What follows belongs to an exercise in optimizing a design on an open flow for small area; a production flow would make more cautious choices.
Function was checked by simulation only, so behaviour that the tests miss may differ from the original.
No activity file was given, so power comes from the tool's default toggle rates.

==> flow/design.v <==
`timescale 1ns / 1ps
module UART(
    input               clk,
    input               rst,
    input               EIGHT,
    input               PEN,
    input               OHEL,
    input               RX,
    input               Write,
    input   [1:0]       Read,
    input   [3:0]       Baud,
    input   [15:0]      OUT_PORT,
    output              TX,
    output              UART_INT,
    output  reg [7:0]   UART_DS
    );
    reg [18:0] tk, th;
    always @(*)
        case(Baud)
            4'd0: tk = 19'h0c157;   
            4'd1: tk = 19'h489f2;   
            4'd2: tk = 19'h4f593;   
            4'd3: tk = 19'h24543;   
            4'd4: tk = 19'h1a612;   
            4'd5: tk = 19'h705ee;   
            4'd6: tk = 19'h7b2b5;   
            4'd7: tk = 19'h7c52f;   
            4'd8: tk = 19'h04e5f;   
            4'd9: tk = 19'h62e76;   
            4'd10: tk = 19'h4db27;   
            4'd11: tk = 19'h25fb2;   
            4'd12: tk = 19'h00000;   
            4'd13: tk = 19'h00000;   
            4'd14: tk = 19'h00000;   
            4'd15: tk = 19'h00000;   
        endcase
    always @(*)
        case(Baud)
            4'd0: th = 19'h6e8e8;   
            4'd1: th = 19'h27ac9;   
            4'd2: th = 19'h24543;   
            4'd3: th = 19'h4d309;   
            4'd4: th = 19'h705ee;   
            4'd5: th = 19'h7b2b5;   
            4'd6: th = 19'h624cc;   
            4'd7: th = 19'h04e5f;   
            4'd8: th = 19'h62e76;   
            4'd9: th = 19'h4db27;   
            4'd10: th = 19'h52fd9;   
            4'd11: th = 19'h30bc0;   
            4'd12: th = 19'h00000;   
            4'd13: th = 19'h00000;   
            4'd14: th = 19'h00000;   
            4'd15: th = 19'h00000;   
        endcase
    function [18:0] step;
        input [18:0] q;
        step = {q[17:0], ~(q[18] ^ q[5])};
    endfunction
    reg         TXRDY, tdoit, tld;
    reg  [18:0] tq;              
    reg  [3:0]  tc;              
    reg  [10:0] ts;              
    wire        tbtu  = (tq == tk);
    wire        tdone = (tc == 4'd11);
    reg bit_10, bit_9;
    always @(*)
        case({EIGHT,PEN,OHEL})
            3'b000, 3'b001: {bit_10,bit_9} = 2'b11;
            3'b010 : {bit_10,bit_9} = {1'b1,^OUT_PORT[6:0]};
            3'b011 : {bit_10,bit_9} = {1'b1,~^OUT_PORT[6:0]};
            3'b100, 3'b101: {bit_10,bit_9} = {1'b1,OUT_PORT[7]};
            3'b110 : {bit_10,bit_9} = {^OUT_PORT[7:0],OUT_PORT[7]};
            default: {bit_10,bit_9} = {~^OUT_PORT[7:0],OUT_PORT[7]};
        endcase
    always @(posedge clk, posedge rst)
        if(rst) begin
            TXRDY <= 1'b1;
            tdoit <= 1'b0;
            tld   <= 1'b0;
        end else begin
            TXRDY <= tdone | (TXRDY & ~Write);
            tdoit <= Write | (tdoit & ~tdone);
            tld   <= Write;
        end
    always @(posedge clk) begin
        tq <= (tdoit & ~tbtu) ? step(tq) : 19'd0;
        tc <= ~tdoit ? 4'd0 : tbtu ? tc + 4'd1 : tc;
    end
    always @(posedge clk, posedge rst)
        if(rst)
            ts <= 11'h7ff;
        else begin
            if(Write)           ts[10:2] <= {bit_10, bit_9, OUT_PORT[6:0]};
            else if(tld)        ts[10:2] <= ts[10:2];
            else if(tbtu)       ts[10:2] <= {1'b1, ts[10:3]};
            if(tld)             ts[1:0] <= 2'b01;
            else if(tbtu)       ts[1:0] <= ts[2:1];
        end
    assign TX = ts[0];
    reg         ract, rstart;
    reg  [18:0] rq;
    reg  [3:0]  rc;
    reg  [9:0]  rsr;
    reg         RXRDY, PERR, FERR, OVF;
    wire        rbtu  = (rq == (rstart ? th : tk));
    reg  [3:0]  fx;
    always @(*)
        case({EIGHT,PEN})
            2'b00:   fx = 4'd9;
            2'b11:   fx = 4'd11;
            default: fx = 4'd10;
        endcase
    wire        rdone = (rc == fx);
    always @(posedge clk, posedge rst)
        if(rst) begin
            ract   <= 1'b0;
            rstart <= 1'b0;
        end else begin
            ract   <= (ract & ~rstart) ? ~rdone : ~RX;
            rstart <= ~RX & (~ract | (rstart & ~rbtu));
        end
    always @(posedge clk) begin
        rq <= (ract & ~rbtu) ? step(rq) : 19'd0;
        rc <= ~ract ? 4'd0 : rbtu ? rc + 4'd1 : rc;
    end
    always @(posedge clk, posedge rst)
        if(rst)                  rsr <= 10'd0;
        else if(rbtu & ~rstart)  rsr <= {RX, rsr[9:1]};
    reg  [9:0] qo;
    always @(*)
        if(EIGHT ^ PEN)          qo = {1'b1, rsr[9:1]};
        else if(~EIGHT & ~PEN)   qo = {2'b11, rsr[9:2]};
        else                     qo = rsr;
    wire pgen   = EIGHT ? qo[7] : 1'b0;
    wire prcv   = EIGHT ? qo[8] : qo[7];
    wire stopb  = ({EIGHT,PEN} == 2'b00) ? qo[7] :
                  ({EIGHT,PEN} == 2'b11) ? qo[9] : qo[8];
    wire perr_s = PEN & (^{qo[6:0], pgen, OHEL, prcv});
    always @(posedge clk, posedge rst)
        if(rst) begin
            RXRDY <= 1'b0;
            PERR  <= 1'b0;
            FERR  <= 1'b0;
            OVF   <= 1'b0;
        end else begin
            RXRDY <= rdone | (RXRDY & ~Read[0]);
            PERR  <= (rdone & perr_s) | (PERR & ~Read[0]);
            FERR  <= (rdone & stopb)  | (FERR & ~Read[0]);
            OVF   <= (rdone & RXRDY)  | (OVF  & ~Read[0]);
        end
    reg ev1, intr;
    always @(posedge clk, posedge rst)
        if(rst) begin
            ev1  <= 1'b1;
            intr <= 1'b0;
        end else begin
            ev1  <= (tdone & ~TXRDY) | (rdone & ~RXRDY);
            intr <= ev1;
        end
    assign UART_INT = intr;
    always @(*)
        if(Read[1])         UART_DS = {3'b000, OVF, FERR, PERR, TXRDY, RXRDY};
        else if(Read[0])    UART_DS = qo[7:0];
        else                UART_DS = 8'd0;
endmodule
==> flow/run.sh <==
#!/bin/bash
# synth_recipe.tcl (not shown) runs the flow's synth.tcl, then flattens the netlist and writes it again
# the make line also repeats each setting of config.mk as NAME=value (left out here)
make -C /OpenROAD-flow-scripts/flow DESIGN_CONFIG=/design/flow/config.mk WORK_HOME=/design/flow/orfs CLKGATE_MAP_FILE= SYNTH_SCRIPT=/design/flow/synth_recipe.tcl finish
==> flow/config.mk <==
export PLATFORM = sky130hd
export DESIGN_NAME = UART
export DESIGN_NICKNAME = UART
export VERILOG_FILES = /design/flow/design.v
export SDC_FILE = /design/flow/constraint.sdc
export NUM_CORES = 4
export LEC_CHECK = 0
export CAP_MARGIN = 20
export CORE_MARGIN = 2
export CORE_UTILIZATION = 40
export SLEW_MARGIN = 20
==> flow/constraint.sdc <==
create_clock -name core_clock -period 10.0 [get_ports {clk}]
set_input_delay 2.0000 -clock core_clock [delete_from_list [all_inputs] [get_ports {clk}]]
set_output_delay 2.0000 -clock core_clock [all_outputs]
set_load 0.01 [all_outputs]
==> flow_summary.json, run 1 <==
{
  "final_nets": 600,
  "reg2reg_slack_ns": 6.35,
  "netlist_instances": 546,
  "viasPerCell": 5.65,
  "p_comb_share_pct": 21.1,
  "async_flop_share_pct": 41.0,
  "sw_frac_of_total_pct": 29.2,
  "p_leak_nw": 2.25,
  "drt_iter0_markers": 292,
  "power.internal_w": 0.000610,
  "worstPathArrival_ns": 4.75,
  "grt_max_degree": 50,
  "fin_crit_ns": 6.75,
  "first_pass_iters": 7,
  "via_count": 4003,
  "gp_congestion": 0.857,
  "synthAdderAreaFrac_pct": 3.80,
  "fin_crit_sh_pct": 67.5,
  "antenna_found_initial": 0,
  "ant_nets": 0,
  "row_count": 40,
  "ys_types": 65,
  "initial_core_util_pct": 41.1,
  "fmax_ghz": 0.148,
  "synth_area_mm2": 0.00494,
  "power_switching_w": 0.000252,
  "cts_tree": "built",
  "cts_resized": 0,
  "coreArea_mm2": 0.0120,
  "final_util_pct": 45.9,
  "hold-worst-slack_ns": 0.407,
  "cts.sinks": 78,
  "wl_um": 11400,
  "fin_skew_ns": 0.00484,
  "path_max_fanout": 23,
  "dieArea_mm2": 0.0132,
  "ys_ff_latch": 78,
  "synth-simple-area-share_pct": 19.9,
  "grt_pass1_vias": 3891,
  "clock_latency_ns": 0.33,
  "synth-seq-area-share_pct": 35.2,
  "syn_nets": 590,
  "hold_path_class": "reg2reg",
  "postCtsSetupRepairBufs": 0,
  "rsz0062_at_grt": "false",
  "cts.clk_slew.worst_paths_ns": 0.06,
  "wl_per_cell_um": 16.1,
  "setup-tns-final_ns": 0,
  "end_kind": "primary output",
  "crit_path_start_kind": "input pin",
  "htreeDepth": 3,
  "hold_buffers": 0,
  "gr-total-overflow": 0,
  "nFillCells": 1201,
  "grt_pass1_wl_um": 19300,
  "numPortBuffers": 30,
  "synth_top_family_by_area": "simple AND/OR/NAND/NOR gates",
  "cts-buffers-inserted": 9,
  "synth_compound_area_share_pct": 16.3,
  "drive_gt1_share_pct": 11.8,
  "synth-warning-count": 1,
  "hold_viol_final": 0,
  "setup_viol": 0,
  "dp_hpwl_um": 7750,
  "slew_headroom_pct": 40.5,
  "gr-usage-all-layers_pct": 18.3,
  "syn_area_per_cell_um2": 9.04,
  "synth_edf_count": 0,
  "drc": 0,
  "synth-xor-area-share_pct": 9.76,
  "ys.flop_type": "dfxtp_1",
  "antenna_cells": 0,
  "die_h_um": 115,
  "dieWidth_um": 115,
  "pwr-share-clk_pct": 34.2,
  "status": "timing/DRC/antenna clean",
  "slew_violations": 0,
  "root_buffer": "clkbuf_16",
  "path_class": "in2out",
  "ir_drop_v": 0.0000855,
  "power.density_mw_per_mm2": 156,
  "cts_buffer_depth": 2,
  "critPathRequiredTime_ns": 8.00,
  "seqPwrFrac_pct": 44.7,
  "muxShareOfSynthArea_pct": 9.12,
  "syn2layout_area_growth_pct": 11.8,
  "io_pins": 39,
  "maxCapViolCount": 0,
  "tightestPinTransition_ns": 0.892
}
[critical path, cell delays in order]
cell,delay [ns]
clkdlybuf4s50_1,0.67
inv_1,0.17
ha_1,0.74
a21oi_1,0.23
o21ai_0,0.32
clkdlybuf4s50_1,0.61
[synth_stat cells, types with 9 or more instances]
| cell type | instances | area [um2] |
|---|---|---|
| nor2_1 | 27 | 101 |
| dfstp_2 | 13 | 342 |
| nand2b_1 | 12 | 75.1 |
| a21oi_1 | 31 | 155 |
| mux2i_1 | 27 | 270 |
| and3_1 | 38 | 238 |
| o21ai_0 | 35 | 175 |
| xnor2_1 | 25 | 219 |
| xor2_1 | 30 | 263 |
| o22ai_1 | 17 | 106 |
| ha_1 | 15 | 188 |
| inv_1 | 23 | 86.3 |
| mux2_2 | 16 | 180 |
| dfrtp_1 | 19 | 475 |
| clkbuf_1 | 14 | 52.6 |
| nor2b_1 | 9 | 56.3 |
| nand2_1 | 20 | 75.1 |
| buf_2 | 10 | 50.1 |
| dfxtp_1 | 46 | 921 |
[power groups by stage]
| stage | combinational (W) | sequential, W | clock [W] |
|---|---|---|---|
| floorplan | 0.000144 | 0.000379 | 0 |
| global placement | 0.000177 | 0.000390 | 0 |
| detailed placement | 0.000180 | 0.000391 | 0 |
| CTS | 0.000181 | 0.000386 | 0.000302 |
| global route | 0.000201 | 0.000391 | 0.000318 |
| finish | 0.000182 | 0.000385 | 0.000295 |
[flip-flops by register name, indices dropped and copies added, names as in the netlist, 4 cells and up]
signal	flops
ts	11
tq	19
rc	4
tc	4
rsr	10
rq	19
[logic make-up after synthesis]
kind of cell / after synthesis
xor gates and xnor gates: 55
AOI/OAI and AO/OA: 127
DFF: 78
adders and majority gates: 15
muxes: 43
and+or+nand+nor: 168
buffers and inverters: 60
[cells in the final DEF (no fill, tap or decap), types with 13 or more instances in the layout]
master / Yosys / final
dfxtp_1: 46 / 46
and3_1: 38 / 38
o21ai_0: 35 / 35
a21oi_1: 31 / 31
xor2_1: 30 / 30
clkdlybuf4s50_1: 0 / 30
nor2_1: 27 / 27
mux2i_1: 27 / 27
xnor2_1: 25 / 25
inv_1: 23 / 23
nand2_1: 20 / 20
dfrtp_1: 19 / 19
o22ai_1: 17 / 17
mux2_2: 16 / 16
ha_1: 15 / 15
dfstp_2: 13 / 13
[routing by layer]
metal	wire [um]	GRT usage, %	up-vias
met5	0	0	-
li1	-	-	1974
met4	197	6.99	0
met3	566	3.90	18
met2	5240	27.8	111
met1	5390	25.6	1900
[stage by stage]
step	power (W)	instance area, um2	instances	worst slack [ns]
6_report	0.000862	5520	708	3.25
5_1_grt	0.000910	5520	708	3.06
4_1_cts	0.000869	5520	708	3.23
3_5_place_dp	0.000571	5250	692	3.24
3_3_place_gp	0.000567	5250	692	3.24
2_1_floorplan	0.000524	4940	546	4.65
[area by class of cell]
type                            instances  area, um2  share of cell area (%)
Inverter                               25       93.8                    1.70
Timing Repair Buffer                   34        330                    5.99
Tap cell                              147        184                    3.33
Clock inverter                          6       38.8                   0.703
Multi-Input combinational cell        408       2910                    52.6
Clock buffer                           10        229                    4.15
Sequential cell                        78       1740                    31.5
[final timing paths]
kind | from | to | cells after the start
max in group asynchronous | rst | ts[9]$_DFFE_PP1P_ | 3
worst min-delay path | ev1$_DFF_PP1_ | intr$_DFF_PP0_ | 0
min in group asynchronous | rst | intr$_DFF_PP0_ | 3
worst max-delay path | EIGHT | UART_DS[0] | 6
worst max register to register | rstart$_DFF_PP0_ | rsr[0]$_DFFE_PP0P_ | 9
worst min register to register | ev1$_DFF_PP1_ | intr$_DFF_PP0_ | 0
==> inputs of run 2 (changes only) <==
--- a/flow/design.v
+++ b/flow/design.v
@@ -14,54 +14,28 @@
     output              UART_INT,
     output  reg [7:0]   UART_DS
     );
-    reg [18:0] tk, th;
+    reg [18:0] k;
     always @(*)
         case(Baud)
-            4'd0: tk = 19'h0c157;   
-            4'd1: tk = 19'h489f2;   
-            4'd2: tk = 19'h4f593;   
-            4'd3: tk = 19'h24543;   
-            4'd4: tk = 19'h1a612;   
-            4'd5: tk = 19'h705ee;   
-            4'd6: tk = 19'h7b2b5;   
-            4'd7: tk = 19'h7c52f;   
-            4'd8: tk = 19'h04e5f;   
-            4'd9: tk = 19'h62e76;   
-            4'd10: tk = 19'h4db27;   
-            4'd11: tk = 19'h25fb2;   
-            4'd12: tk = 19'h00000;   
-            4'd13: tk = 19'h00000;   
-            4'd14: tk = 19'h00000;   
-            4'd15: tk = 19'h00000;   
+            4'd0:  k = 19'd333333;
+            4'd1:  k = 19'd83333;
+            4'd2:  k = 19'd41667;
+            4'd3:  k = 19'd20833;
+            4'd4:  k = 19'd10417;
+            4'd5:  k = 19'd5208;
+            4'd6:  k = 19'd2604;
+            4'd7:  k = 19'd1736;
+            4'd8:  k = 19'd868;
+            4'd9:  k = 19'd434;
+            4'd10: k = 19'd217;
+            4'd11: k = 19'd109;
+            default: k = 19'd0;
         endcase
-    always @(*)
-        case(Baud)
-            4'd0: th = 19'h6e8e8;   
-            4'd1: th = 19'h27ac9;   
-            4'd2: th = 19'h24543;   
-            4'd3: th = 19'h4d309;   
-            4'd4: th = 19'h705ee;   
-            4'd5: th = 19'h7b2b5;   
-            4'd6: th = 19'h624cc;   
-            4'd7: th = 19'h04e5f;   
-            4'd8: th = 19'h62e76;   
-            4'd9: th = 19'h4db27;   
-            4'd10: th = 19'h52fd9;   
-            4'd11: th = 19'h30bc0;   
-            4'd12: th = 19'h00000;   
-            4'd13: th = 19'h00000;   
-            4'd14: th = 19'h00000;   
-            4'd15: th = 19'h00000;   
-        endcase
-    function [18:0] step;
-        input [18:0] q;
-        step = {q[17:0], ~(q[18] ^ q[5])};
-    endfunction
     reg         TXRDY, tdoit, tld;
     reg  [18:0] tq;              
     reg  [3:0]  tc;              
     reg  [10:0] ts;              
-    wire        tbtu  = (tq == tk);
+    wire        tbtu  = &(tq | ~k);
     wire        tdone = (tc == 4'd11);
     reg bit_10, bit_9;
     always @(*)
@@ -84,7 +58,7 @@
             tld   <= Write;
         end
     always @(posedge clk) begin
-        tq <= (tdoit & ~tbtu) ? step(tq) : 19'd0;
+        tq <= (tdoit & ~tbtu) ? tq + 19'd1 : 19'd0;
         tc <= ~tdoit ? 4'd0 : tbtu ? tc + 4'd1 : tc;
     end
     always @(posedge clk, posedge rst)
@@ -103,7 +77,7 @@
     reg  [3:0]  rc;
     reg  [9:0]  rsr;
     reg         RXRDY, PERR, FERR, OVF;
-    wire        rbtu  = (rq == (rstart ? th : tk));
+    wire        rbtu  = &(rq | ~{k[18:1], k[0] & ~rstart});
     reg  [3:0]  fx;
     always @(*)
         case({EIGHT,PEN})
@@ -121,7 +95,7 @@
             rstart <= ~RX & (~ract | (rstart & ~rbtu));
         end
     always @(posedge clk) begin
-        rq <= (ract & ~rbtu) ? step(rq) : 19'd0;
+        rq <= (ract & ~rbtu & ~(rstart & RX)) ? rq + {rstart, ~rstart} : 19'd0;
         rc <= ~ract ? 4'd0 : rbtu ? rc + 4'd1 : rc;
     end
     always @(posedge clk, posedge rst)
==> flow_summary.json, run 2 <==
{
  "p_leak_nw": 2.16,
  "setup_viol": 0,
  "synth-seq-area-share_pct": 36.8,
  "slew_violations": 0,
  "final_common_cell": "dfxtp_1",
  "antenna_cells": 0,
  "path_class": "in2out",
  "yosysMostFrequentCell": "dfxtp_1",
  "final_cell_mix": "46 x dfxtp_1, 44 x nor2_1, 43 x nand2_1",
  "end_kind": "primary output",
  "fin_crit_ns": 6.55,
  "cts_resized": 0,
  "path_max_fanout": 18,
  "hold_viol_final": 0,
  "antenna_found_initial": 0,
  "worstPathArrival_ns": 4.55,
  "syn2layout_area_growth_pct": 15.3,
  "dp_hpwl_um": 7090,
  "die_h_um": 113,
  "critical-path-top-delay-family": "buffers and inverters",
  "grt_max_degree": 33,
  "numPortBuffers": 30,
  "r2r_cells": 5,
  "status": "timing/DRC/antenna clean",
  "cp.depth": 7,
  "ir_drop_v": 0.0000934,
  "fmax_ghz": 0.153,
  "cpMostUsedCell": "clkdlybuf4s50_1",
  "ys_types": 73,
  "root_buffer": "clkbuf_16",
  "crit_slowest_cell": "ha_1",
  "cts-buffers-inserted": 9,
  "row_count": 39,
  "htreeDepth": 3,
  "hold_buffers": 0,
  "synth_area_mm2": 0.00472,
  "crit_path_cell_trace": "clkdlybuf4s50_1, inv_1, ha_1, mux2_2, mux2i_1, o21ai_0, clkdlybuf4s50_1",
  "ys_ff_latch": 78,
  "placedCellCount": 673,
  "fin_crit_sh_pct": 65.5,
  "slew_headroom_pct": 34.1,
  "power.density_mw_per_mm2": 190,
  "drt_iter0_markers": 155,
  "dieArea_mm2": 0.0127,
  "gp_congestion": 0.849,
  "grt_pass1_wl_um": 17400,
  "cts.clk_slew.worst_paths_ns": 0.06,
  "fin_skew_ns": 0.00465,
  "gr-usage-all-layers_pct": 16.5,
  "whs_path_depth": 0,
  "biggestRegsByFlops": "rq (19), tq (19), ts (11)",
  "rsz0062_at_grt": "false",
  "syn_area_per_cell_um2": 9.12,
  "drc": 0,
  "setup-tns-final_ns": 0,
  "io_pins": 39,
  "finalNonFillerCells": 689,
  "yosys.area.top_type_share_pct": 19.5,
  "cts_tree": "built",
  "drive_gt1_share_pct": 12.3,
  "initial_core_util_pct": 41.2,
  "async_flop_share_pct": 41.0,
  "final_nets": 588,
  "wl_per_cell_um": 14.6,
  "clock_latency_ns": 0.33,
  "ant_nets": 0,
  "syn_nets": 565,
  "crit_path_start_kind": "input pin",
  "dieWidth_um": 113,
  "synth.area.top_cells": "dfxtp_1 19%, dfrtp_1 10%, dfstp_2 7.2%",
  "wl_um": 10100,
  "coreArea_mm2": 0.0115,
  "netlist_instances": 518,
  "postCtsSetupRepairBufs": 0,
  "ys.flop_type": "dfxtp_1",
  "gr-total-overflow": 0,
  "cts.sinks": 78,
  "cpPeakStageDelay_ns": 0.63,
  "yosys-top-cells-count": "46 x dfxtp_1, 44 x nor2_1, 43 x nand2_1",
  "maxCapViolCount": 0,
  "synth_edf_count": 0,
  "via_count": 3742,
  "hold_path_class": "reg2reg",
  "first_pass_iters": 4,
  "tightestPinTransition_ns": 0.988,
  "synth-warning-count": 1,
  "critPathRequiredTime_ns": 8.00,
  "cts_buffer_depth": 2,
  "synth_top_area_cell": "dfxtp_1",
  "cp_num_buf_inv": 3,
  "viasPerCell": 5.43,
  "grt_pass1_vias": 3625
}
[run 2: cell count changes after synthesis, moves of 6 or more]
cell	previous run	this run
o22ai_1	17	10
buf_2	10	2
nor3_1	8	15
nor2_1	27	44
a21oi_1	31	20
nand3_1	7	15
nand2_1	20	43
and3_1	38	6
mux2i_1	27	13
o21ai_0	35	13
a41o_1	0	6
o31ai_1	0	7
nor2_2	0	10
[run 2: stage by stage]
step	power, W	setup WS, ns	area [um2]	hold WS (ns)	utilization, %
global route	0.00109	3.26	5450	0.409	47.5
CTS	0.00104	3.47	5450	0.406	47.5
global placement	0.000653	3.48	5100	0.398	44.5
floorplan	0.000598	4.47	4720	0.379	-
detailed placement	0.000659	3.47	5100	0.397	44.5
finish	0.00103	3.45	5450	0.410	47.5
[run 2: power breakdown]
group	switching (W)	total [W]	internal (W)
Combinational	0.000132	0.000241	0.000109
Clock	0.000128	0.000379	0.000250
Sequential	0.0000525	0.000414	0.000361
[run 2: cells by family (layout without fill, tap and decap cells)]
family / after synthesis / count (layout) / share of synthesized area, %
fa+ha+maj: 18 / 18 / 4.93
xor+xnor: 51 / 51 / 9.75
buf+inv: 45 / 73 / 4.50
flops: 78 / 78 / 36.8
mux: 28 / 28 / 6.33
simple gates: 197 / 197 / 21.7
compound gates: 101 / 101 / 16.0
[run 2: cell type report]
| cell class | instances | area [um2] |
|---|---|---|
| clock buffers | 10 | 239 |
| clock inverters | 6 | 109 |
| fillers | 1071 | 6020 |
| inverters | 25 | 93.8 |
| multi-input cells | 395 | 2770 |
| flip-flops and latches | 78 | 1740 |
| well taps | 143 | 179 |
| repair buffers | 32 | 315 |
[run 2: worst paths after layout]
check                               endpoint  slack [ns]             start
max                               UART_DS[0]        3.45             EIGHT
min                           intr$_DFF_PP0_        0.41     ev1$_DFF_PP1_
max reg2reg                tq[18]$_SDFF_PN0_        7.28  tq[7]$_SDFF_PN0_
min reg2reg                   intr$_DFF_PP0_        0.41     ev1$_DFF_PP1_
max in group asynchronous  ts[4]$_DFFE_PP1P_        7.63               rst
min in group asynchronous     intr$_DFF_PP0_        2.05               rst
[run 2: per-layer routing]
| metal | vias up | global-route usage (%) | routed length, um | share of wire, % |
|---|---|---|---|---|
| met1 | 1797 | 22.9 | 5010 | 50 |
| met4 | 0 | 5.85 | 154 | 1.5 |
| li1 | 1897 | - | - | - |
| met5 | - | 0 | 0 | 0 |
| met3 | 11 | 2.11 | 207 | 2.1 |
| met2 | 37 | 26.5 | 4710 | 47 |
==> inputs of run 3 (changes only) <==
--- a/flow/design.v
+++ b/flow/design.v
@@ -72,11 +72,12 @@
             else if(tbtu)       ts[1:0] <= ts[2:1];
         end
     assign TX = ts[0];
-    reg         ract, rstart;
+    reg         ract;
     reg  [18:0] rq;
     reg  [3:0]  rc;
     reg  [9:0]  rsr;
     reg         RXRDY, PERR, FERR, OVF;
+    wire        rstart = ract & (rc == 4'd0);
     wire        rbtu  = &(rq | ~{k[18:1], k[0] & ~rstart});
     reg  [3:0]  fx;
     always @(*)
@@ -87,25 +88,18 @@
         endcase
     wire        rdone = (rc == fx);
     always @(posedge clk, posedge rst)
-        if(rst) begin
-            ract   <= 1'b0;
-            rstart <= 1'b0;
-        end else begin
-            ract   <= (ract & ~rstart) ? ~rdone : ~RX;
-            rstart <= ~RX & (~ract | (rstart & ~rbtu));
-        end
+        if(rst) ract <= 1'b0;
+        else    ract <= (ract & ~rstart) ? ~rdone : ~RX;
     always @(posedge clk) begin
         rq <= (ract & ~rbtu & ~(rstart & RX)) ? rq + {rstart, ~rstart} : 19'd0;
         rc <= ~ract ? 4'd0 : rbtu ? rc + 4'd1 : rc;
     end
+    wire both    = EIGHT & PEN;
+    wire neither = ~EIGHT & ~PEN;
     always @(posedge clk, posedge rst)
         if(rst)                  rsr <= 10'd0;
-        else if(rbtu & ~rstart)  rsr <= {RX, rsr[9:1]};
-    reg  [9:0] qo;
-    always @(*)
-        if(EIGHT ^ PEN)          qo = {1'b1, rsr[9:1]};
-        else if(~EIGHT & ~PEN)   qo = {2'b11, rsr[9:2]};
-        else                     qo = rsr;
+        else if(rbtu & ~rstart)  rsr <= {RX, both ? rsr[9] : RX, neither ? RX : rsr[8], rsr[7:1]};
+    wire [9:0] qo = {~both | rsr[9], neither | rsr[8], rsr[7:0]};
     wire pgen   = EIGHT ? qo[7] : 1'b0;
     wire prcv   = EIGHT ? qo[8] : qo[7];
     wire stopb  = ({EIGHT,PEN} == 2'b00) ? qo[7] :
--- a/flow/config.mk
+++ b/flow/config.mk
@@ -8,4 +8,5 @@
 export CAP_MARGIN = 20
 export CORE_MARGIN = 2
 export CORE_UTILIZATION = 40
+export CTS_BUF_LIST = sky130_fd_sc_hd__clkbuf_4 sky130_fd_sc_hd__clkbuf_8
 export SLEW_MARGIN = 20
==> flow_summary.json, run 3 <==
{
  "dieWidth_um": 109,
  "via_count": 3239,
  "synth.area.top_cells": "dfxtp_1 21%, dfrtp_1 10%, dfstp_2 7.7%",
  "hold_path_class": "reg2reg",
  "fin_skew_ns": 0.00839,
  "drt_iter0_markers": 124,
  "final_nets": 540,
  "setup-tns-final_ns": 0,
  "ys_types": 67,
  "grt_max_degree": 32,
  "io_pins": 39,
  "slew_violations": 0,
  "root_buffer": "clkbuf_8",
  "path_class": "in2out",
  "tightestPinTransition_ns": 1.02,
  "fin_crit_sh_pct": 56.8,
  "ir_drop_v": 0.0000588,
  "final_util_pct": 46.2,
  "ys.flop_type": "dfxtp_1",
  "hold_viol_final": 0,
  "netlist_instances": 466,
  "grt_pass1_vias": 3168,
  "seqPwrFrac_pct": 49.6,
  "coreArea_mm2": 0.0108,
  "cts-buffers-inserted": 9,
  "sw_frac_of_total_pct": 29.2,
  "path_max_fanout": 8,
  "yosys-top-cells-count": "64 x nor2_1, 46 x dfxtp_1, 32 x xnor2_1",
  "end_kind": "primary output",
  "setup_slack_ns": 4.32,
  "gr-total-overflow": 0,
  "synth_edf_count": 0,
  "biggestRegsByFlops": "rq (19), tq (19), ts (11)",
  "worstPathArrival_ns": 3.68,
  "finalPower_w": 0.000752,
  "pre_cts_ws_ns": 4.30,
  "drive_gt1_share_pct": 11.3,
  "antenna_found_initial": 0,
  "htreeDepth": 3,
  "dieArea_mm2": 0.0119,
  "grt_pass1_wl_um": 15200,
  "dp_hpwl_um": 6440,
  "synth_area_mm2": 0.00442,
  "yosys.area.top_type_share_pct": 20.8,
  "syn_area_per_cell_um2": 9.49,
  "syn_nets": 514,
  "p_leak_nw": 2.07,
  "cts.clk_slew.worst_paths_ns": 0.08,
  "antenna_cells": 0,
  "fmax_ghz": 0.176,
  "row_count": 38,
  "gp_congestion": 0.787,
  "maxCapViolCount": 0,
  "synth-seq-area-share_pct": 38.7,
  "crit_path_start_kind": "input pin",
  "pwr-share-clk_pct": 32.2,
  "postCtsSetupRepairBufs": 0,
  "power.internal_w": 0.000532,
  "cts_resized": 0,
  "final_cell_mix": "64 x nor2_1, 46 x dfxtp_1, 32 x xnor2_1",
  "ys_ff_latch": 77,
  "drc": 0,
  "ant_nets": 0,
  "cts_buffer_depth": 2,
  "wl_um": 8820,
  "p_comb_share_pct": 18.2,
  "numPortBuffers": 30,
  "rsz0062_at_grt": "false",
  "async_flop_share_pct": 40.3,
  "cts_tree": "built",
  "yosysMostFrequentCell": "nor2_1",
  "synth_top_area_cell": "dfxtp_1",
  "status": "timing/DRC/antenna clean",
  "syn2layout_area_growth_pct": 12.7,
  "viasPerCell": 5.08,
  "clock_latency_ns": 0.36,
  "fin_crit_ns": 5.68,
  "initial_core_util_pct": 41.0,
  "slew_headroom_pct": 31.8,
  "die_h_um": 109,
  "power_switching_w": 0.000220,
  "final_common_cell": "nor2_1",
  "setup_viol": 0,
  "critPathRequiredTime_ns": 8.00,
  "hold_buffers": 0,
  "cts.sinks": 77,
  "gr-usage-all-layers_pct": 16.3,
  "synth-warning-count": 1,
  "wl_per_cell_um": 13.8,
  "first_pass_iters": 4,
  "power.density_mw_per_mm2": 151
}
-- run 3: power groups by stage --
stage | clock, W | combinational, W | sequential [W]
finish | 0.000242 | 0.000137 | 0.000373
global route | 0.000258 | 0.000156 | 0.000378
CTS | 0.000248 | 0.000139 | 0.000374
detailed placement | 0 | 0.000137 | 0.000380
global placement | 0 | 0.000134 | 0.000380
floorplan | 0 | 0.000110 | 0.000370
-- run 3: kinds of logic after synthesis --
logic type               synth area share (%)
AO/OA/AOI/OAI                            10.7
adder cells (fa/ha/maj)                  5.55
flip-flops                               38.7
AND/OR/NAND/NOR                          21.1
multiplexers                             8.01
XOR/XNOR                                 11.3
buffers and inverters                    4.61
-- run 3: final cells by class --
type	count	area, um2
fill	1019	5810
multi-input combinational	351	2500
sequential	77	1710
timing repair buffer	31	308
tap	140	175
clock buffer	11	139
inverter	22	82.6
clock inverter	5	61.3
-- run 3: worst paths after layout --
kind,slack (ns),cells past startpoint,start,endpoint
setup / recovery,4.32,4,Read[0],UART_DS[1]
hold / removal,0.39,0,ev1$_DFF_PP1_,intr$_DFF_PP0_
setup reg to reg,6.81,13,rc[0]$_SDFFE_PN0P_,rq[18]$_SDFF_PN0_
hold reg to reg,0.39,0,ev1$_DFF_PP1_,intr$_DFF_PP0_
max in group asynchronous,7.67,3,rst,ts[4]$_DFFE_PP1P_
min in group asynchronous,2.01,3,rst,intr$_DFF_PP0_
-- run 3: routing by layer --
metal / GRT usage [%] / vias up / wire, um
li1: - / 1664 / -
met1: 22.3 / 1535 / 4450
met2: 25.2 / 31 / 4060
met3: 2.57 / 9 / 163
met4: 7.60 / 0 / 146
met5: 0 / - / 0
-- run 3: metrics by stage --
step                hold slack (ns)  area (um2)  std cells
floorplan                     0.379        4420        466
detailed placement            0.387        4780        621
global placement              0.383        4780        621
global route                  0.404        4980        637
finish                        0.394        4980        637
CTS                           0.396        4980        637
-- run 3: worst max-delay path, stage by stage --
cell	delay, ns
clkdlybuf4s50_1	0.55
nor2b_1	0.40
a22o_1	0.20
clkdlybuf4s50_1	0.53
==> inputs of run 4 (changes only) <==
==> flow/flow/run.sh (new file) <==
#!/bin/bash
# Own flow: the standard layout (standard.sh) with three changes:
#  - synthesis maps the logic for area (flow/abc_override.tcl, flow/abc_area.script);
#  - the port buffers are buf_1 cells, the smallest buffer;
#  - clock tree synthesis uses small clock buffers and no dummy loads.
# Each tool's output goes to its log under orfs/logs/; make's output to flow_make.log.
set -euo pipefail
here=$(pwd)
export OWN_ABC_SCRIPT="$here/flow/abc_area.script"
{ head -n 1 synth_recipe.tcl; cat flow/abc_override.tcl; tail -n +2 synth_recipe.tcl; } > own_synth.tcl
sed "s#/synth_recipe\.tcl#/own_synth.tcl#g" standard.sh > own_standard.sh
grep -q own_synth.tcl own_standard.sh
bash own_standard.sh \
  "BUFFER_PORTS_ARGS=-buffer_cell sky130_fd_sc_hd__buf_1" \
  "CTS_ARGS=-sink_clustering_enable -repair_clock_nets -dont_use_dummy_load -buf_list {sky130_fd_sc_hd__clkbuf_2 sky130_fd_sc_hd__clkbuf_4 sky130_fd_sc_hd__clkbuf_8}" \
  finish > flow_make.log 2>&1
==> flow/flow/abc_area.script (new file) <==
strash
&get -n
&fraig -x
&put
scorr
dc2
dretime
strash
dch -f
amap
strash
dch -f
amap
==> flow/flow/abc_override.tcl (new file) <==
# Technology mapping for area. The standard synthesis hands ABC its speed
# script with buffering and upsizing, and maps adders to half/full-adder
# cells before ABC sees them. Here ABC maps the whole logic, adders included,
# with an area script; everything else in the synthesis is as is, so the
# registers, their names and cell types are the standard synthesis's.
proc extract_fa {args} { puts "own flow: adders left to ABC" }
proc abc {args} {
  set out {}
  for {set i 0} {$i < [llength $args]} {incr i} {
    set a [lindex $args $i]
    if {$a eq "-script"} { incr i; lappend out -script $::env(OWN_ABC_SCRIPT); continue }
    if {$a eq "-D"} { incr i; continue }
    lappend out $a
  }
  yosys abc {*}$out
}
==> flow/standard.sh (new file) <==
#!/bin/bash
# synth_recipe.tcl (not shown) runs the flow's synth.tcl, then flattens the netlist and writes it again
# the make line also repeats each setting of config.mk as NAME=value (left out here)
make -C /OpenROAD-flow-scripts/flow DESIGN_CONFIG=/design/flow/config.mk WORK_HOME=/design/flow/orfs CLKGATE_MAP_FILE= SYNTH_SCRIPT=/design/flow/synth_recipe.tcl "${@:-finish}"
--- a/flow/config.mk
+++ b/flow/config.mk
@@ -8,5 +8,4 @@
 export CAP_MARGIN = 20
 export CORE_MARGIN = 2
 export CORE_UTILIZATION = 40
-export CTS_BUF_LIST = sky130_fd_sc_hd__clkbuf_4 sky130_fd_sc_hd__clkbuf_8
 export SLEW_MARGIN = 20
removed: flow/run.sh
==> flow_summary.json, run 4 <==
{
  "place_area_mm2": 0.00369,
  "viasPerCell": 5.32,
  "dp_hpwl_um": 5460,
  "io_pins": 39,
  "cts_resized": 0,
  "setup_viol": 0,
  "clock_latency_ns": 0.35,
  "worst_r2r_startpoint": "rc[1]$_SDFFE_PN0P_",
  "use_met3_pct": 4.55,
  "synth_top_area_cell": "dfxtp_1",
  "ys_ff_latch": 77,
  "worstPathArrival_ns": 5.15,
  "grt_pass1_wl_um": 12500,
  "gr-total-overflow": 0,
  "end_kind": "register",
  "hold-worst-slack_ns": 0.394,
  "synth.area.top_cells": "dfxtp_1 27%, dfrtp_1 13%, nor2_1 10%",
  "synth-seq-area-share_pct": 49.9,
  "ir_drop_v": 0.0000681,
  "drc": 0,
  "first_pass_iters": 4,
  "r2r-end": "rq[17]$_SDFF_PN0_",
  "min_to": "intr$_DFF_PP0_",
  "status": "timing/DRC/antenna clean",
  "cts_buffer_depth": 2,
  "ys_types": 29,
  "gr-usage-all-layers_pct": 15.8,
  "synth_edf_count": 0,
  "slew_violations": 0,
  "yosys-top-cells-count": "96 x nor2_1, 48 x clkinv_1, 46 x dfxtp_1",
  "p_leak_nw": 1.43,
  "sw_frac_of_total_pct": 30.0,
  "ant_nets": 0,
  "reg2reg_slack_ns": 6.78,
  "top_usage_layer": "met2",
  "antenna_found_initial": 0,
  "grt_max_degree": 32,
  "antenna_cells": 0,
  "die_h_um": 96.7,
  "row_count": 33,
  "final_common_cell": "nor2_1",
  "synth-warning-count": 1,
  "power.density_mw_per_mm2": 185,
  "crit_path_start_kind": "input pin",
  "stdcell_area_mm2": 0.00382,
  "via_count": 3057,
  "wl_per_cell_um": 12.7,
  "fin_crit_sh_pct": 49.3,
  "slew_headroom_pct": 47.1,
  "postCtsSetupRepairBufs": 0,
  "yosys.area.top_type_share_pct": 26.8,
  "cts_tree": "built",
  "seqPwrFrac_pct": 54.7,
  "hold_buffers": 0,
  "gp_congestion": 0.858,
  "grt_pass1_vias": 2913,
  "yosysMostFrequentCell": "nor2_1",
  "whs_path_depth": 0,
  "power.internal_w": 0.000494,
  "setup-tns-final_ns": 0,
  "wl_um": 7280,
  "min_from": "ev1$_DFF_PP1_",
  "pwr-share-clk_pct": 25.0,
  "drive_gt1_share_pct": 5.11,
  "cts.sinks": 77,
  "grt_util_met1_pct": 20.3,
  "syn_area_per_cell_um2": 8.01,
  "fmax_ghz": 0.203,
  "drt_iter0_markers": 132,
  "syn_nets": 458,
  "r2r_cells": 16,
  "numPortBuffers": 30,
  "dieArea_mm2": 0.00934,
  "dieWidth_um": 96.7,
  "path_max_fanout": 11,
  "root_buffer": "clkbuf_8",
  "fin_crit_ns": 4.93,
  "htreeDepth": 3,
  "fin_skew_ns": 0.0244,
  "maxCapViolCount": 0,
  "tightestPinTransition_ns": 0.790,
  "rsz0062_at_grt": "false",
  "critPathRequiredTime_ns": 10.23,
  "final_cell_mix": "96 x nor2_1, 48 x clkinv_1, 46 x dfxtp_1",
  "cts-buffers-inserted": 9,
  "netlist_instances": 429,
  "final_nets": 501,
  "initial_core_util_pct": 41.6,
  "grt_use_met2_pct": 26.0,
  "power_switching_w": 0.000212,
  "ys.flop_type": "dfxtp_1",
  "synth_area_mm2": 0.00343,
  "cts.clk_slew.worst_paths_ns": 0.07,
  "path_class": "in2reg",
  "syn2layout_area_growth_pct": 11.1,
  "hold_viol_final": 0,
  "coreArea_mm2": 0.00826,
  "async_flop_share_pct": 40.3,
  "p_comb_share_pct": 20.3,
  "biggestRegsByFlops": "rq (19), tq (19), ts (11)",
  "hold_path_class": "reg2reg"
}
run 4: cell count changes in the layout (fill, tap and decap cells not counted), sizes merged, moves of 20 or more:
cell | before | now
clkinv | 1 | 48
xnor2 | 32 | 0
mux2i | 20 | 0
buf | 1 | 32
xor2 | 25 | 1
nor2 | 64 | 96
inv | 22 | 0
nor3 | 6 | 34
clkdlybuf4s50 | 30 | 0
o22ai | 4 | 37
run 4: worst max-delay path: stages:
cell and delay, ns:
buf_1 0.27, clkinv_1 0.27, nand3_1 0.23, a21boi_0 0.35
nor2_1 0.09, nor4_1 0.27, o2111ai_1 0.27, nor2_1 0.63
clkinv_1 0.49, o22a_1 0.27
run 4: power by group through the flow:
| stage | sequential, W | clock (W) | combinational, W |
|---|---|---|---|
| after global routing | 0.000392 | 0.000197 | 0.000164 |
| after detailed placement | 0.000392 | 0 | 0.000145 |
| final | 0.000386 | 0.000177 | 0.000143 |
| after floorplan | 0.000384 | 0 | 0.000112 |
| after global placement | 0.000391 | 0 | 0.000140 |
| after CTS | 0.000386 | 0.000186 | 0.000145 |
run 4: final cells by class:
class	count	area (um2)
tap	105	131
fill	845	4440
multi-input combinational	304	1540
timing repair buffer	32	128
sequential	77	1710
inverter	48	180
clock buffer	9	124
run 4: kinds of logic after synthesis:
family	Yosys count	synth area share [%]
flip-flops	77	49.9
buffers and inverters	48	5.25
AND/OR/NAND/NOR	198	25.6
AO/OA/AOI/OAI	105	19.0
XOR/XNOR	1	0.255
run 4: layer usage:
layer / vias up / share of wire, %
met5: - / 0
met4: 0 / 0.67
met3: 4 / 5.2
met2: 76 / 47
met1: 1374 / 47
li1: 1603 / -
run 4: metrics by stage:
| step | setup slack (ns) | total power (W) | utilization [%] | std cells |
|---|---|---|---|---|
| floorplan | 5.52 | 0.000496 | - | 429 |
| global placement | 4.81 | 0.000531 | 44.7 | 566 |
| detailed placement | 4.80 | 0.000536 | 44.7 | 566 |
| CTS | 5.15 | 0.000716 | 46.2 | 575 |
| global route | 4.67 | 0.000753 | 46.2 | 575 |
| finish | 5.07 | 0.000705 | 46.2 | 575 |
run 4: worst max path at each step:
| stage | from | to | cells after the start |
|---|---|---|---|
| CTS | Baud[3] | rsr[9]$_DFFE_PP0P_ | 10 |
| floorplan | Read[1] | UART_DS[0] | 3 |
| finish | Baud[3] | rsr[9]$_DFFE_PP0P_ | 10 |
| global placement | Baud[3] | rsr[9]$_DFFE_PP0P_ | 10 |
| detailed placement | Baud[3] | rsr[9]$_DFFE_PP0P_ | 10 |
| global route | Baud[3] | rsr[8]$_DFFE_PP0P_ | 11 |
==> inputs of run 5 (changes only) <==
--- a/flow/flow/run.sh
+++ b/flow/flow/run.sh
@@ -12,5 +12,5 @@
 grep -q own_synth.tcl own_standard.sh
 bash own_standard.sh \
   "BUFFER_PORTS_ARGS=-buffer_cell sky130_fd_sc_hd__buf_1" \
-  "CTS_ARGS=-sink_clustering_enable -repair_clock_nets -dont_use_dummy_load -buf_list {sky130_fd_sc_hd__clkbuf_2 sky130_fd_sc_hd__clkbuf_4 sky130_fd_sc_hd__clkbuf_8}" \
+  "CTS_ARGS=-sink_clustering_enable -repair_clock_nets -dont_use_dummy_load -buf_list {sky130_fd_sc_hd__clkbuf_4}" \
   finish > flow_make.log 2>&1
--- a/flow/config.mk
+++ b/flow/config.mk
@@ -7,5 +7,5 @@
 export LEC_CHECK = 0
 export CAP_MARGIN = 20
 export CORE_MARGIN = 2
-export CORE_UTILIZATION = 40
+export CORE_UTILIZATION = 70
 export SLEW_MARGIN = 20
==> flow_summary.json, run 5 <==
{
  "r2r_cells": 17,
  "path_max_fanout": 8,
  "critPathRequiredTime_ns": 8.00,
  "synth-seq-area-share_pct": 49.9,
  "yosys.area.top_type_share_pct": 26.8,
  "worstSetupStartpoint": "Read[0]",
  "root_buffer": "clkbuf_4",
  "synth_edf_count": 0,
  "maxCapViolCount": 0,
  "fin_crit_sh_pct": 48.2,
  "ys.flop_type": "dfxtp_1",
  "fmax_ghz": 0.208,
  "wl_um": 7080,
  "gp_congestion": 0.977,
  "slew_violations": 0,
  "grt_pass1_vias": 2771,
  "r2r-end": "rq[18]$_SDFF_PN0_",
  "worst_r2r_startpoint": "rc[1]$_SDFFE_PN0P_",
  "syn_area_per_cell_um2": 8.01,
  "antenna_cells": 0,
  "biggestRegsByFlops": "rq (19), tq (19), ts (11)",
  "power.density_mw_per_mm2": 179,
  "crit_path_start_kind": "input pin",
  "viasPerCell": 5.90,
  "synth-warning-count": 1,
  "netlist_instances": 429,
  "pre_cts_ws_ns": 4.86,
  "p_leak_nw": 1.41,
  "cts_resized": 0,
  "cts.sinks": 77,
  "rsz0062_at_grt": "false",
  "drt_iter0_markers": 260,
  "setup_viol": 0,
  "setup-tns-final_ns": 0,
  "tightestPinTransition_ns": 0.766,
  "hold_path_class": "reg2reg",
  "ys_types": 29,
  "ant_nets": 0,
  "numPortBuffers": 30,
  "async_flop_share_pct": 40.3,
  "dieArea_mm2": 0.00548,
  "syn_nets": 458,
  "endpoint": "UART_DS[2]",
  "cts_buffer_depth": 2,
  "ir_drop_v": 0.000108,
  "drive_gt1_share_pct": 5.12,
  "synth_top_area_cell": "dfxtp_1",
  "via_count": 3162,
  "syn2layout_area_growth_pct": 7.91,
  "status": "timing/DRC/antenna clean",
  "ys_ff_latch": 77,
  "slew_headroom_pct": 48.8,
  "end_kind": "primary output",
  "worstPathArrival_ns": 2.82,
  "cts.clk_slew.worst_paths_ns": 0.12,
  "gr-total-overflow": 0,
  "dieWidth_um": 74.0,
  "postCtsSetupRepairBufs": 0,
  "die_h_um": 74.0,
  "cts_tree": "built",
  "path_class": "in2out",
  "fin_crit_ns": 4.82,
  "coreArea_mm2": 0.00472,
  "yosys-top-cells-count": "96 x nor2_1, 48 x clkinv_1, 46 x dfxtp_1",
  "yosysMostFrequentCell": "nor2_1",
  "io_pins": 39,
  "grt_max_degree": 32,
  "hold_viol_final": 0,
  "htreeDepth": 3,
  "final_common_cell": "nor2_1",
  "fin_skew_ns": 0.0293,
  "antenna_found_initial": 0,
  "synth_area_mm2": 0.00343,
  "row_count": 25,
  "first_pass_iters": 5,
  "clock_latency_ns": 0.41,
  "grt_pass1_wl_um": 11700,
  "final_nets": 500,
  "setup_slack_ns": 5.18,
  "reg2reg_slack_ns": 6.67,
  "drc": 0,
  "wl_per_cell_um": 13.2,
  "initial_core_util_pct": 72.7,
  "gr-usage-all-layers_pct": 27.4,
  "synth.area.top_cells": "dfxtp_1 27%, dfrtp_1 13%, nor2_1 10%",
  "dp_hpwl_um": 5250,
  "min_from": "ev1$_DFF_PP1_",
  "final_cell_mix": "96 x nor2_1, 47 x clkinv_1, 46 x dfxtp_1",
  "cts-buffers-inserted": 9,
  "hold_buffers": 0
}
run 5: changes by cell type in the layout (fill, tap and decap cells not counted), sizes merged:
cell    before  now
buf         32   31
clkinv      48   47
inv          0    1
run 5: worst min path at each step:
stage               slack, ns  cells past startpoint        endpoint
floorplan                0.38                      0  intr$_DFF_PP0_
global placement         0.38                      0  intr$_DFF_PP0_
detailed placement       0.38                      0  intr$_DFF_PP0_
CTS                      0.40                      0  intr$_DFF_PP0_
global route             0.40                      0  intr$_DFF_PP0_
finish                   0.40                      0  intr$_DFF_PP0_
run 5: cell families after synthesis:
group                  after synthesis  share of synthesized area (%)
XOR/XNOR                             1                          0.255
AND/OR/NAND/NOR                    198                           25.6
buffers and inverters               48                           5.25
AO/OA/AOI/OAI                      105                           19.0
flip-flops                          77                           49.9
run 5: final cells by class:
type / instances / area [um2]
Multi-Input combinational cell: 304 / 1540
Tap cell: 67 / 83.8
Sequential cell: 77 / 1710
Fill cell: 355 / 1020
Timing Repair Buffer: 31 / 120
Inverter: 48 / 180
Clock buffer: 9 / 67.6
run 5: per-stage QoR:
stage                     hold slack, ns  utilization (%)  total power [W]  area, um2  cells
final                              0.397             78.5         0.000663       3710    536
after global routing               0.401             78.5         0.000703       3710    536
after CTS                          0.398             78.5         0.000665       3710    536
after detailed placement           0.381             77.0         0.000536       3640    527
after global placement             0.380             77.0         0.000527       3640    527
after floorplan                    0.379                -         0.000496       3430    429
run 5: layer usage:
layer	GRT usage, %	vias to the layer above	wire [um]
met3	5.96	18	400
met4	10.9	0	146
met1	33.5	1425	3100
met2	47.2	123	3430
met5	0	-	0
li1	-	1596	-
run 5: power by group:
group	switching, W	internal, W
Combinational	0.0000875	0.0000568
Sequential	0.0000302	0.000356
Clock	0.0000906	0.0000419
Total	0.000208	0.000455
run 5: worst max-delay path, stage by stage:
cell and delay (ns):
buf_1 0.22, nand2_1 0.22, o22ai_1 0.21, buf_1 0.17
==> inputs of run 6 (changes only) <==
--- a/flow/design.v
+++ b/flow/design.v
@@ -62,14 +62,17 @@
         tc <= ~tdoit ? 4'd0 : tbtu ? tc + 4'd1 : tc;
     end
     always @(posedge clk, posedge rst)
-        if(rst)
-            ts <= 11'h7ff;
+        if(rst)                 ts[0] <= 1'b1;
+        else if(tld)            ts[0] <= 1'b1;
+        else if(tbtu)           ts[0] <= ts[1];
+    always @(posedge clk)
+        if(rst)                 ts[10:1] <= 10'h3ff;
         else begin
             if(Write)           ts[10:2] <= {bit_10, bit_9, OUT_PORT[6:0]};
             else if(tld)        ts[10:2] <= ts[10:2];
             else if(tbtu)       ts[10:2] <= {1'b1, ts[10:3]};
-            if(tld)             ts[1:0] <= 2'b01;
-            else if(tbtu)       ts[1:0] <= ts[2:1];
+            if(tld)             ts[1] <= 1'b0;
+            else if(tbtu)       ts[1] <= ts[2];
         end
     assign TX = ts[0];
     reg         ract;
--- a/flow/config.mk
+++ b/flow/config.mk
@@ -5,7 +5,7 @@
 export SDC_FILE = /design/flow/constraint.sdc
 export NUM_CORES = 4
 export LEC_CHECK = 0
-export CAP_MARGIN = 20
+export CAP_MARGIN = 0
 export CORE_MARGIN = 2
 export CORE_UTILIZATION = 70
-export SLEW_MARGIN = 20
+export SLEW_MARGIN = 0
==> flow_summary.json, run 6 <==
{
  "status": "timing/DRC/antenna clean",
  "worstPathArrival_ns": 5.35,
  "row_count": 25,
  "yosys-top-cells-count": "106 x nor2_1, 56 x clkinv_1, 56 x dfxtp_1",
  "gr-total-overflow": 0,
  "synth_top_area_cell": "dfxtp_1",
  "setup_viol": 0,
  "viasPerCell": 6.10,
  "path_class": "in2reg",
  "coreArea_mm2": 0.00469,
  "synth.area.top_cells": "dfxtp_1 33%, dfrtp_1 13%, nor2_1 12%",
  "cts_resized": 0,
  "grt_max_degree": 31,
  "slew_violations": 0,
  "ys_ff_latch": 77,
  "final_common_cell": "nor2_1",
  "maxCapViolCount": 0,
  "initial_core_util_pct": 72.2,
  "hold_viol_final": 0,
  "syn_nets": 464,
  "antenna_cells": 0,
  "crit_path_start_kind": "input pin",
  "final_util_pct": 77.7,
  "syn_area_per_cell_um2": 7.79,
  "netlist_instances": 435,
  "biggestRegsByFlops": "rq (19), tq (19), ts (11)",
  "critical-path-top-delay-family": "simple AND/OR/NAND/NOR gates",
  "dieArea_mm2": 0.00541,
  "ant_nets": 0,
  "synth-seq-area-share_pct": 48.7,
  "rsz0062_at_grt": "false",
  "drc": 0,
  "p_leak_nw": 1.35,
  "hold_path_class": "reg2reg",
  "root_buffer": "clkbuf_4",
  "die_h_um": 73.6,
  "synth_area_mm2": 0.00339,
  "critPathRequiredTime_ns": 10.27,
  "final_cell_mix": "106 x nor2_1, 56 x clkinv_1, 56 x dfxtp_1",
  "fin_skew_ns": 0.0275,
  "grt_pass1_vias": 2966,
  "r2r_cells": 19,
  "ys.flop_type": "dfxtp_1",
  "postCtsSetupRepairBufs": 0,
  "fmax_ghz": 0.197,
  "hold_buffers": 0,
  "fin_crit_sh_pct": 50.7,
  "cts.sinks": 77,
  "antenna_found_initial": 0,
  "gp_congestion": 0.967,
  "synth-warning-count": 1,
  "power.density_mw_per_mm2": 186,
  "cts_buffer_depth": 2,
  "cp_num_buf_inv": 3,
  "yosys.area.top_type_share_pct": 33.1,
  "slew_headroom_pct": 37.1,
  "ys_types": 31,
  "gr-usage-all-layers_pct": 28.9,
  "crit_slowest_cell": "nor2_1",
  "ir_drop_v": 0.000129,
  "wl_per_cell_um": 13.5,
  "drt_iter0_markers": 276,
  "cts-buffers-inserted": 9,
  "whs_path_depth": 0,
  "first_pass_iters": 6,
  "synth_edf_count": 0,
  "fin_crit_ns": 5.07,
  "cp.depth": 11,
  "setup-tns-final_ns": 0,
  "clock_latency_ns": 0.40,
  "path_max_fanout": 12,
  "dp_hpwl_um": 5350,
  "yosysMostFrequentCell": "nor2_1",
  "async_flop_share_pct": 27.3,
  "syn2layout_area_growth_pct": 7.53,
  "drive_gt1_share_pct": 2.74,
  "cts_tree": "built",
  "final_nets": 506,
  "cpPeakStageDelay_ns": 0.63,
  "finalPower_w": 0.000678,
  "end_kind": "register",
  "numPortBuffers": 30,
  "wl_um": 7130,
  "tightestPinTransition_ns": 0.938,
  "htreeDepth": 3,
  "io_pins": 39,
  "dieWidth_um": 73.6,
  "cts.clk_slew.worst_paths_ns": 0.11,
  "via_count": 3228,
  "crit_path_cell_trace": "buf_1, clkinv_1, o21ai_0, nor2_1, o32ai_1, o22ai_1, nor4_1, nand3_1, nor2_1, clkinv_1, o22a_1",
  "grt_pass1_wl_um": 12100
}
[run 6: changes by cell type after synthesis, moves of 7 or more]
cell      delta
dfstp_2     -10
nor2_1      +10
and3_1       -7
clkinv_1     +8
dfxtp_1     +10
[run 6: cell families (layout without fill, tap and decap cells)]
group / count (synthesis) / in the layout / share of synthesized area (%)
AO/OA/AOI/OAI: 105 / 105 / 19.6
AND/OR/NAND/NOR: 197 / 197 / 25.5
buffers and inverters: 56 / 96 / 6.20
flip-flops: 77 / 77 / 48.7
[run 6: worst reg2reg max path: cells and delay by family, from the launching register on]
family | cells | cell delay [ns]
buffers and inverters | 1 | 0.10
flip-flops | 1 | 0.35
AND/OR/NAND/NOR | 18 | 3.07
[run 6: worst paths after layout]
check | to | from | slack [ns]
min reg2reg | intr$_DFF_PP0_ | ev1$_DFF_PP1_ | 0.40
max reg2reg | rq[18]$_SDFF_PN0_ | rc[3]$_SDFFE_PN0P_ | 6.42
max in group asynchronous | OVF$_DFF_PP0_ | rst | 7.87
max | rsr[9]$_DFFE_PP0P_ | Baud[0] | 4.93
min | intr$_DFF_PP0_ | ev1$_DFF_PP1_ | 0.40
min in group asynchronous | tld$_DFF_PP0_ | rst | 1.67
[run 6: through the flow]
stage | cells | hold WS [ns] | setup WS, ns | instance area (um2)
after floorplan | 435 | 0.376 | 5.56 | 3390
after global placement | 520 | 0.378 | 4.67 | 3580
after detailed placement | 520 | 0.382 | 4.66 | 3580
after CTS | 529 | 0.398 | 5.07 | 3640
after global routing | 529 | 0.403 | 4.51 | 3640
final | 529 | 0.398 | 4.93 | 3640
[run 6: area by class of cell]
| type | count | area, um2 |
|---|---|---|
| inverters | 56 | 210 |
| well taps | 54 | 67.6 |
| repair buffers | 31 | 120 |
| flip-flops and latches | 77 | 1650 |
| multi-input cells | 302 | 1530 |
| fillers | 375 | 1050 |
| clock buffers | 9 | 67.6 |
[run 6: report_power, final]
group          switching (W)  total (W)  internal [W]
sequential         0.0000341   0.000393      0.000359
combinational      0.0000946   0.000155     0.0000603
clock              0.0000887   0.000131     0.0000419
[run 6: metal layers]
metal	up-vias	wire (um)	track usage (%)
met5	-	0	0
li1	1616	-	-
met3	28	446	6.72
met1	1459	3040	34.2
met4	0	208	15.2
met2	125	3440	48.5
==> inputs of run 7 (changes only) <==
--- a/flow/config.mk
+++ b/flow/config.mk
@@ -5,7 +5,7 @@
 export SDC_FILE = /design/flow/constraint.sdc
 export NUM_CORES = 4
 export LEC_CHECK = 0
-export CAP_MARGIN = 0
+export CAP_MARGIN = 20
 export CORE_MARGIN = 2
 export CORE_UTILIZATION = 70
-export SLEW_MARGIN = 0
+export SLEW_MARGIN = 20
==> flow_summary.json, run 7 <==
{
  "status": "timing/DRC/antenna clean",
  "whs_path_depth": 0,
  "synth-xor-area-share_pct": 0,
  "netlist_instances": 435,
  "grt_pass1_wl_um": 12100,
  "htreeDepth": 3,
  "crit_slowest_cell": "nor2_1",
  "final_cell_mix": "106 x nor2_1, 56 x clkinv_1, 56 x dfxtp_1",
  "biggestRegsByFlops": "rq (19), tq (19), ts (11)",
  "hold_buffers": 0,
  "synth_top_area_cell": "dfxtp_1",
  "synth-simple-area-share_pct": 25.5,
  "dieArea_mm2": 0.00541,
  "min_to": "intr$_DFF_PP0_",
  "synth_area_mm2": 0.00339,
  "ys.flop_type": "dfxtp_1",
  "cts-buffers-inserted": 9,
  "synth_top_family_by_area": "simple AND/OR/NAND/NOR gates",
  "yosysMostFrequentCell": "nor2_1",
  "cts.sinks": 77,
  "gp_congestion": 0.967,
  "drc": 0,
  "top_usage_layer": "met2",
  "cts_tree": "built",
  "ir_drop_v": 0.000129,
  "synth_edf_count": 0,
  "root_buffer": "clkbuf_4",
  "r2r-end": "rq[18]$_SDFF_PN0_",
  "wl_um": 7200,
  "worstSetupStartpoint": "Baud[0]",
  "multiInputGateArea_mm2": 0.00153,
  "path_max_fanout": 12,
  "critPathRequiredTime_ns": 10.28,
  "drive_gt1_share_pct": 2.94,
  "cts_resized": 0,
  "antenna_found_initial": 0,
  "dp_hpwl_um": 5350,
  "grt_max_degree": 31,
  "die_h_um": 73.6,
  "setup-tns-final_ns": 0,
  "fin_crit_ns": 5.09,
  "slew_headroom_pct": 48.5,
  "tightestPinTransition_ns": 0.766,
  "cts.clk_slew.worst_paths_ns": 0.11,
  "fin_crit_sh_pct": 50.9,
  "yosys.area.top_type_share_pct": 33.1,
  "antenna_cells": 0,
  "grt_util_met1_pct": 34.2,
  "dieWidth_um": 73.6,
  "drt_iter0_markers": 270,
  "synth-seq-area-share_pct": 48.7,
  "syn_area_per_cell_um2": 7.79,
  "setup_viol": 0,
  "syn2layout_area_growth_pct": 7.97,
  "nFillCells": 373,
  "grt_use_met2_pct": 48.5,
  "hold_viol_final": 0,
  "initial_core_util_pct": 72.2,
  "worst_r2r_startpoint": "rc[3]$_SDFFE_PN0P_",
  "synth_compound_area_share_pct": 19.6,
  "hold_path_class": "reg2reg",
  "row_count": 25,
  "clock_latency_ns": 0.41,
  "end_kind": "register",
  "cp_num_buf_inv": 3,
  "stdcell_area_mm2": 0.00366,
  "reg2reg_slack_ns": 6.42,
  "via_count": 3264,
  "synthAdderAreaFrac_pct": 0,
  "io_pins": 39,
  "r2r_cells": 19,
  "cpPeakStageDelay_ns": 0.64,
  "power.density_mw_per_mm2": 186,
  "crit_path_start_kind": "input pin",
  "yosys-top-cells-count": "106 x nor2_1, 56 x clkinv_1, 56 x dfxtp_1",
  "critical-path-top-delay-family": "simple AND/OR/NAND/NOR gates",
  "gr-total-overflow": 0,
  "cts_buffer_depth": 2,
  "rsz0062_at_grt": "false",
  "p_leak_nw": 1.36,
  "synth.area.top_cells": "dfxtp_1 33%, dfrtp_1 13%, nor2_1 12%",
  "first_pass_iters": 5,
  "crit_path_cell_trace": "buf_1, clkinv_1, o21ai_0, nor2_1, o32ai_1, o22ai_1, nor4_1, nand3_1, nor2_1, clkinv_1, o22a_1",
  "postCtsSetupRepairBufs": 0,
  "place_area_mm2": 0.00358,
  "fmax_ghz": 0.197,
  "path_class": "in2reg",
  "min_from": "ev1$_DFF_PP1_",
  "async_flop_share_pct": 27.3,
  "regArea_mm2": 0.00165,
  "final_nets": 507,
  "ys_types": 31,
  "use_met3_pct": 6.72,
  "wl_per_cell_um": 13.6,
  "grt_pass1_vias": 2966,
  "maxCapViolCount": 0,
  "syn_nets": 464,
  "final_common_cell": "nor2_1",
  "ant_nets": 0,
  "muxShareOfSynthArea_pct": 0,
  "fin_skew_ns": 0.0265,
  "slew_violations": 0,
  "worstPathArrival_ns": 5.36,
  "coreArea_mm2": 0.00469,
  "synth-warning-count": 1,
  "gr-usage-all-layers_pct": 28.9,
  "numPortBuffers": 30,
  "viasPerCell": 6.16,
  "ys_ff_latch": 77
}
-- run 7: metrics by stage --
step	setup slack, ns	total power [W]	hold WS, ns	util (%)	cells
2_1_floorplan	5.56	0.000509	0.376	-	435
3_3_place_gp	4.67	0.000542	0.378	76.2	520
3_5_place_dp	4.66	0.000553	0.382	76.2	520
4_1_cts	5.07	0.000680	0.398	77.7	529
5_1_grt	4.51	0.000723	0.403	78.0	530
6_report	4.91	0.000680	0.398	78.0	530
-- run 7: where the power goes --
group	total, W	switching [W]	internal [W]
sequential	0.000393	0.0000342	0.000359
combinational	0.000156	0.0000950	0.0000608
clock	0.000131	0.0000889	0.0000419
-- run 7: logic make-up after synthesis --
kind of cell	after synthesis
buffers and inverters	56
AND/OR/NAND/NOR	197
AO/OA/AOI/OAI	105
flip-flops	77
-- run 7: worst max-delay path by stage --
stage	to	slack (ns)	depth (start not counted)
3_5_place_dp	rsr[9]$_DFFE_PP0P_	4.66	11
5_1_grt	rsr[9]$_DFFE_PP0P_	4.51	11
6_report	rsr[9]$_DFFE_PP0P_	4.91	11
2_1_floorplan	UART_DS[0]	5.56	3
4_1_cts	rsr[9]$_DFFE_PP0P_	5.07	11
3_3_place_gp	rsr[9]$_DFFE_PP0P_	4.67	11
-- run 7: layout make-up --
type                       instances  share of cell area (%)
inverter                          56                    5.74
multi-input combinational        302                    41.8
tap                               54                    1.85
sequential                        77                    45.1
clock buffer                       9                    1.85
timing repair buffer              32                    3.69
-- run 7: layer usage --
metal | up-vias | part of all wire, %
li1 | 1622 | -
met1 | 1471 | 42
met2 | 132 | 47
met3 | 39 | 6.9
met4 | 0 | 3.5
met5 | - | 0

port drivers added, routing unchanged:
Ports are ideal in the flow. The routed layouts listed here were re-timed in OpenROAD. Step 1 (the two cells are an assumption about what drives the block):
set clk [get_ports {clk}]
set_driving_cell -lib_cell sky130_fd_sc_hd__clkbuf_16 $clk
set_driving_cell -lib_cell sky130_fd_sc_hd__buf_2 [delete_from_list [all_inputs] $clk]
Step 2 also shifts input and output timing later by t, the mid clock arrival at the registers, as if the neighbouring blocks saw the same clock. Slacks: ideal ports / drivers / drivers and shift; pairs: ideal ports / drivers.
run	t (ns)	setup WS [ns]	worst setup path after step 2	worst register clock-pin slew, ns
run 1	0.370	3.249 / 3.228 / 3.228	input to output	0.06 / 0.06
run 2	0.367	3.452 / 3.429 / 3.429	input to output	0.06 / 0.06
run 3	0.386	4.319 / 4.297 / 4.297	input to output	0.08 / 0.08
run 4	0.362	5.074 / 5.077 / 4.715	input to register	0.09 / 0.09
run 5	0.423	5.182 / 5.159 / 4.762	input to register	0.12 / 0.12
run 6	0.417	4.925 / 4.929 / 4.512	input to register	0.12 / 0.12
run 7	0.421	4.912 / 4.916 / 4.494	input to register	0.12 / 0.12
After both steps every run listed still meets setup and hold. For run 5, which loses most, drivers alone change the setup slack by -0.023 ns; drivers and shift together by -0.420 ns.
